From an optimization exercise on the open Yosys and OpenROAD flow, aimed at small area; shortcuts taken in it are not production practice.
Function was checked by simulation only, so behaviour that the tests miss may differ from the original.

==> flow/design.v <==
`timescale 1ns / 1ps
module i2c_master #(
    parameter SYS_CLOCK_FREQ_HZ = 100_000_000,
    parameter FAST_MODE_ENABLED = 0
)(
    input wire       i_clk,
    input wire       i_rst,
    input wire [9:0] i_slave_addr,
    input wire [7:0] i_byte_cnt,
    input wire [3:0] i_control_reg,
    input wire [3:0] i_mode_reg,
    input wire [7:0] i_tx_data,
    output wire       o_rx_data_valid,
    output wire       o_tx_data_needed,
    output wire [7:0] o_rx_data,
    output wire [4:0] o_status_reg,
    output wire o_sda,
    output wire o_sda_oe,
    input  wire i_sda,
    output wire o_scl,
    output wire o_scl_oe,
    input  wire i_scl
);
localparam [7:0] TINV = ~8'h27;
reg  [7:0] q;
wire [7:0] lf = q ^ TINV;
wire tick = &q;
always @(posedge i_clk) begin
    if (i_rst)     q <= 8'hff ^ TINV;
    else if (tick) q <= 8'hfe ^ TINV;
    else           q <= {lf[6:0], lf[7] ^ lf[5] ^ lf[4] ^ lf[3]} ^ TINV;
end
reg [2:0] sf, cf;
reg sflt, cflt;
always @(posedge i_clk) begin
    if (i_rst) begin
        sf <= 3'b111; cf <= 3'b111; sflt <= 1'b1; cflt <= 1'b1;
    end else begin
        sf <= {sf[1:0], i_sda};
        cf <= {cf[1:0], i_scl};
        sflt <= (sf[2] & sf[1]) | (sflt & (sf[2] | sf[1]));
        cflt <= (cf[2] & cf[1]) | (cflt & (cf[2] | cf[1]));
    end
end
wire start_trans = i_control_reg[3];
localparam [2:0] IDLE = 3'd0, START = 3'd1, STOP = 3'd2, RSTART = 3'd3, ADDR = 3'd4, DATA = 3'd5, RD = 3'd6;
localparam [1:0] S0 = 2'b00, S1 = 2'b01, S2 = 2'b11, S3 = 2'b10;
reg [2:0] m;
reg [3:0] b;      
reg [1:0] s;      
reg [6:0] h;      
reg [7:0] l;      
reg [7:0] cnt;
reg rd, rw;
reg txd, rxd, txe;
wire idle  = (~m[2] & ~m[1] & ~m[0]);
wire gen   = (~m[2] & m[1]) | (~m[2] & m[0]);
wire bits  = (m[2]);
wire tx    = (m[2] & ~m[1]);
wire isrd  = (m[2] & m[1]);
wire is_data = (m[2] & m[0]);
wire is_addr = (m[2] & ~m[1] & ~m[0]);
wire is_start = (~m[2] & ~m[1] & m[0]);
wire is_stop = (~m[2] & m[1] & ~m[0]);
wire is_rs = (m[1] & m[0]);
wire cnt0  = (cnt == 8'd0);
wire bz    = (b == 4'd0);
wire b9    = b[3] & b[0];           
wire ack   = ~b[2];
wire b10   = b[3] & b[1];           
wire ten   = ~rd & rw;
wire adv   = (bz && s == S3) || (tick && (s != S1 || cflt || gen));
wire done  = bits && b10 && s == S0;
wire nxt   = bits && b10 && s == S3;
assign o_tx_data_needed = is_data && nxt;
assign o_rx_data_valid  = isrd && nxt;
assign o_rx_data        = l;
assign o_status_reg     = {~idle | b[0], txd, rxd, txe, 1'b0};
assign o_sda_oe = ~idle && !(tx && b9) && !(isrd && !b9 && !nxt);
assign o_scl_oe = ~idle && !(bits && s[0]);
wire g01  = (bz && s == S3) || (b[0] && s == S0);
wire abit = b[3] ? rw : h[3'd7 - b[2:0]];
reg sda;
always @(*) begin
    case (m)
        START, RSTART: sda = g01;
        STOP:          sda = b[0] && s == S3;
        ADDR:          sda = (bz || (b10 && ack)) ? 1'b1 : abit;
        DATA:          sda = (bz || (b10 && ack)) ? 1'b1 : l[7];
        RD:            sda = b9 && (s == S0 || cnt0);
        default:       sda = 1'b0;
    endcase
end
assign o_sda = sda;
assign o_scl = is_stop ? (b[0] && s[1]) : (gen && (g01 || (b[0] && s == S1)));
always @(posedge i_clk) begin
    if (i_rst) begin
        m <= IDLE; b <= 4'd0; s <= S3;
        txd <= 1'b0; rxd <= 1'b0; txe <= 1'b0;
    end else begin
        if (adv) begin
            s <= {s[0], ~s[1]};
            if (s == S3) b <= b + 4'd1;
            if (tx && b9 && s == S2) b[2] <= sflt;    
        end
        if (idle) begin
            b <= 4'd0; s <= S3;
            if (start_trans) m <= START;
            else begin txd <= 1'b0; rxd <= 1'b0; end
        end
        if (gen && b[0] && s == S3) begin           
            if (is_stop || (is_start && ten)) begin
                m <= IDLE; b <= 4'd1; s <= S3;
            end else if (is_start) begin
                b <= 4'd0; s <= S0;
            end else begin
                m <= ADDR; b <= 4'd0; s <= S3;
            end
        end
        if (is_start && bz && s == S0) begin      
            m <= ADDR; b <= 4'd0; s <= S3;
        end
        if (done) begin
            b <= 4'd0; s <= S3;
            if (tx && !ack) begin
                m <= STOP; txe <= 1'b1;
            end else if (is_addr) begin
                m <= (rd && rw) ? RD : DATA;
            end else if (is_data && rd) begin
                m <= RSTART;
            end else if (is_data && cnt0) begin
                m <= STOP; txd <= 1'b1;
            end else begin
                b <= 4'd10; s <= S3;
            end
        end
        if (nxt) begin
            b <= 4'd0; s <= S3;
            if (isrd && cnt0) begin m <= STOP; rxd <= 1'b1; end
        end
    end
end
wire ld   = idle && start_trans;
wire ldl  = ld || (is_data && nxt);
wire shl  = adv && !bz && ((is_data && s == S3 && !b[3]) ||
                           (isrd && s == S2 && (!b[3] || b == 4'd8)));
wire decc = (is_addr && done && ack && !(rd && !rw)) || nxt;
always @(posedge i_clk) begin
    if (ld) begin
        h   <= i_slave_addr[6:0];
        rd  <= ~i_mode_reg[3] & i_mode_reg[2];
        rw  <= i_mode_reg[3] | (i_mode_reg[2] & i_mode_reg[1]);
    end else begin
        if (is_rs) rw <= 1'b1;
    end
    l   <= ({8{ldl}} & i_tx_data) | ({8{shl}} & {l[6:0], sflt}) | ({8{~(ldl | shl)}} & l);
    cnt <= ({8{ld}} & i_byte_cnt) | ({8{decc}} & (cnt - 8'd1)) | ({8{~(ld | decc)}} & cnt);
end
endmodule
clock: 10.0 ns
lec_check: 0
cap_margin: 20
core_margin: 2
core_utilization: 40
cts_buf_list: sky130_fd_sc_hd__clkbuf_8
slew_margin: 20
standard.sh (not shown) runs the stock make flow with config.mk's settings and CLKGATE_MAP_FILE= SYNTH_SCRIPT=/design/flow/synth_recipe.tcl, a recipe that flattens the netlist after the stock synthesis.
==> flow/flow/run.sh <==
#!/bin/bash
# Standard ORFS layout with these changes: the combinational logic of the standard synthesis is
# re-mapped by ABC for area (flip-flops untouched; a few scripts, a few rounds, each result
# proven equal to the standard synthesis, the smallest kept), the port buffers use the smallest
# buffer, and clock tree synthesis adds no dummy loads.
set -euo pipefail
R=orfs/results/sky130hd/i2c_master/base
LIB=$FLOW_HOME/platforms/sky130hd/lib/sky130_fd_sc_hd__tt_025C_1v80.lib
YOSYS=$FLOW_HOME/../tools/install/yosys/bin/yosys
[[ -x $YOSYS ]] || YOSYS=yosys
bash standard.sh synth > log_synth.log 2>&1
python3 flow/filtlib.py "$LIB" lib.lib > log_filtlib.log 2>&1
cp $R/1_2_yosys.v std.v
best=std.v
besta=1e9
for round in 1 2 3; do
  cur=$best
  for i in 1 4 6 7; do
    o=r${round}_s$i
    sed -e "s#@IN@#$cur#; s#@SCRIPT@#flow/s$i.abc#; s#@OUT@#$o.v#" flow/resyn.ys > $o.ys
    timeout 600 "$YOSYS" -s $o.ys > log_$o.log 2>&1 || continue
    sed -e "s#@OUT@#$o.v#" flow/eq.ys > eq_$o.ys
    timeout 600 "$YOSYS" -s eq_$o.ys > log_eq_$o.log 2>&1 || continue
    a=$(grep "Chip area" log_$o.log | awk '{print $NF}' | tail -1)
    if python3 -c "import sys; sys.exit(0 if float('$a') < float('$besta') else 1)"; then
      best=$o.v; besta=$a
    fi
  done
  echo "round $round: $best ($besta)" >> log_choice.log
done
cp $best $R/1_2_yosys.v
rm -f $R/1_synth.odb $R/1_synth.sdc
bash standard.sh BUFFER_PORTS_ARGS="-buffer_cell sky130_fd_sc_hd__buf_1" \
  "CTS_ARGS=-sink_clustering_enable -repair_clock_nets -buf_list sky130_fd_sc_hd__clkbuf_8 -root_buf sky130_fd_sc_hd__clkbuf_8 -dont_use_dummy_load" \
  finish > log_finish.log 2>&1
Other scripts of this flow, unchanged in this note and not shown: flow/flow/eq.ys, flow/flow/filtlib.py, flow/flow/resyn.ys, flow/flow/s1.abc, flow/flow/s4.abc, flow/flow/s6.abc, flow/flow/s7.abc
Change:
--- a/flow/design.v
+++ b/flow/design.v
@@ -40,42 +40,38 @@
         cf <= {cf[1:0], i_scl};
         sflt <= (sf[2] & sf[1]) | (sflt & (sf[2] | sf[1]));
         cflt <= (cf[2] & cf[1]) | (cflt & (cf[2] | cf[1]));
     end
 end
 wire start_trans = i_control_reg[3];
-localparam [2:0] IDLE = 3'd0, START = 3'd1, STOP = 3'd2, RSTART = 3'd3, ADDR = 3'd4, DATA = 3'd5, RD = 3'd6;
+localparam [2:0] IDLE = 3'b000, START = 3'b001, STOP = 3'b010, RSTART = 3'b011,
+                 ADDR = 3'b100, DATA = 3'b101, RD = 3'b110;
 localparam [1:0] S0 = 2'b00, S1 = 2'b01, S2 = 2'b11, S3 = 2'b10;
 reg [2:0] m;
 reg [3:0] b;      
 reg [1:0] s;      
 reg [6:0] h;      
 reg [7:0] l;      
 reg [7:0] cnt;
 reg rd, rw;
 reg txd, rxd, txe;
-wire idle  = (~m[2] & ~m[1] & ~m[0]);
-wire gen   = (~m[2] & m[1]) | (~m[2] & m[0]);
-wire bits  = (m[2]);
-wire tx    = (m[2] & ~m[1]);
-wire isrd  = (m[2] & m[1]);
-wire is_data = (m[2] & m[0]);
-wire is_addr = (m[2] & ~m[1] & ~m[0]);
-wire is_start = (~m[2] & ~m[1] & m[0]);
-wire is_stop = (~m[2] & m[1] & ~m[0]);
-wire is_rs = (m[1] & m[0]);
+wire idle  = (m == IDLE);
+wire gen   = ~m[2] & (m[1] | m[0]);
+wire bits  = m[2];
+wire tx    = m[2] & ~m[1];
+wire isrd  = m[2] & m[1];
 wire cnt0  = (cnt == 8'd0);
 wire bz    = (b == 4'd0);
 wire b9    = b[3] & b[0];           
 wire ack   = ~b[2];
 wire b10   = b[3] & b[1];           
 wire ten   = ~rd & rw;
 wire adv   = (bz && s == S3) || (tick && (s != S1 || cflt || gen));
 wire done  = bits && b10 && s == S0;
 wire nxt   = bits && b10 && s == S3;
-assign o_tx_data_needed = is_data && nxt;
+assign o_tx_data_needed = (m == DATA) && nxt;
 assign o_rx_data_valid  = isrd && nxt;
 assign o_rx_data        = l;
 assign o_status_reg     = {~idle | b[0], txd, rxd, txe, 1'b0};
 assign o_sda_oe = ~idle && !(tx && b9) && !(isrd && !b9 && !nxt);
 assign o_scl_oe = ~idle && !(bits && s[0]);
 wire g01  = (bz && s == S3) || (b[0] && s == S0);
@@ -89,13 +85,13 @@
         DATA:          sda = (bz || (b10 && ack)) ? 1'b1 : l[7];
         RD:            sda = b9 && (s == S0 || cnt0);
         default:       sda = 1'b0;
     endcase
 end
 assign o_sda = sda;
-assign o_scl = is_stop ? (b[0] && s[1]) : (gen && (g01 || (b[0] && s == S1)));
+assign o_scl = (m == STOP) ? (b[0] && s[1]) : (gen && (g01 || (b[0] && s == S1)));
 always @(posedge i_clk) begin
     if (i_rst) begin
         m <= IDLE; b <= 4'd0; s <= S3;
         txd <= 1'b0; rxd <= 1'b0; txe <= 1'b0;
     end else begin
         if (adv) begin
@@ -106,54 +102,54 @@
         if (idle) begin
             b <= 4'd0; s <= S3;
             if (start_trans) m <= START;
             else begin txd <= 1'b0; rxd <= 1'b0; end
         end
         if (gen && b[0] && s == S3) begin           
-            if (is_stop || (is_start && ten)) begin
+            if (m == STOP || (m == START && ten)) begin
                 m <= IDLE; b <= 4'd1; s <= S3;
-            end else if (is_start) begin
+            end else if (m == START) begin
                 b <= 4'd0; s <= S0;
             end else begin
                 m <= ADDR; b <= 4'd0; s <= S3;
             end
         end
-        if (is_start && bz && s == S0) begin      
+        if (m == START && bz && s == S0) begin      
             m <= ADDR; b <= 4'd0; s <= S3;
         end
         if (done) begin
             b <= 4'd0; s <= S3;
             if (tx && !ack) begin
                 m <= STOP; txe <= 1'b1;
-            end else if (is_addr) begin
+            end else if (m == ADDR) begin
                 m <= (rd && rw) ? RD : DATA;
-            end else if (is_data && rd) begin
+            end else if (m == DATA && rd) begin
                 m <= RSTART;
-            end else if (is_data && cnt0) begin
+            end else if (m == DATA && cnt0) begin
                 m <= STOP; txd <= 1'b1;
             end else begin
                 b <= 4'd10; s <= S3;
             end
         end
         if (nxt) begin
             b <= 4'd0; s <= S3;
             if (isrd && cnt0) begin m <= STOP; rxd <= 1'b1; end
         end
     end
 end
 wire ld   = idle && start_trans;
-wire ldl  = ld || (is_data && nxt);
-wire shl  = adv && !bz && ((is_data && s == S3 && !b[3]) ||
+wire ldl  = ld || (m == DATA && nxt);
+wire shl  = adv && !bz && ((m == DATA && s == S3 && !b[3]) ||
                            (isrd && s == S2 && (!b[3] || b == 4'd8)));
-wire decc = (is_addr && done && ack && !(rd && !rw)) || nxt;
+wire decc = (m == ADDR && done && ack && !(rd && !rw)) || nxt;
 always @(posedge i_clk) begin
     if (ld) begin
         h   <= i_slave_addr[6:0];
         rd  <= ~i_mode_reg[3] & i_mode_reg[2];
         rw  <= i_mode_reg[3] | (i_mode_reg[2] & i_mode_reg[1]);
     end else begin
-        if (is_rs) rw <= 1'b1;
+        if (m == RSTART) rw <= 1'b1;
     end
     l   <= ({8{ldl}} & i_tx_data) | ({8{shl}} & {l[6:0], sflt}) | ({8{~(ldl | shl)}} & l);
     cnt <= ({8{ld}} & i_byte_cnt) | ({8{decc}} & (cnt - 8'd1)) | ({8{~(ld | decc)}} & cnt);
 end
 endmodule
Outcome: Area after synthesis is higher slightly; design area came out higher slightly; routed wire length went up slightly; via count is higher slightly; critical path depth grows by 1.

[port drivers added, routing unchanged]
Ports are ideal in the flow. The routed layouts listed here were re-timed in OpenROAD.
Step 1 assumes that a clkbuf_16 drives the clock port and a buf_2 every other input.
Step 2 times the ports against the registers' clock, not the clock port: input delays grow and output delays shrink by t, the midpoint of the rising clock arrivals with the driver on.
a / b / c = ideal / step 1 / step 2; a / b = the first two.
run	t, ns	setup WS [ns]	worst setup path after step 2	latest minus earliest clock arrival (ns)	cell pins on the clock port's net
the first run	0.327	5.460 / 5.467 / 5.140	input to register	0.021 / 0.021	1
the second run	0.322	5.710 / 5.682 / 6.004	register to output	0.022 / 0.022	1
After both steps setup and hold are still met in every run listed. The setup slack of the first run, which loses most, moves by +0.007 ns with the drivers and by -0.320 ns with both steps.
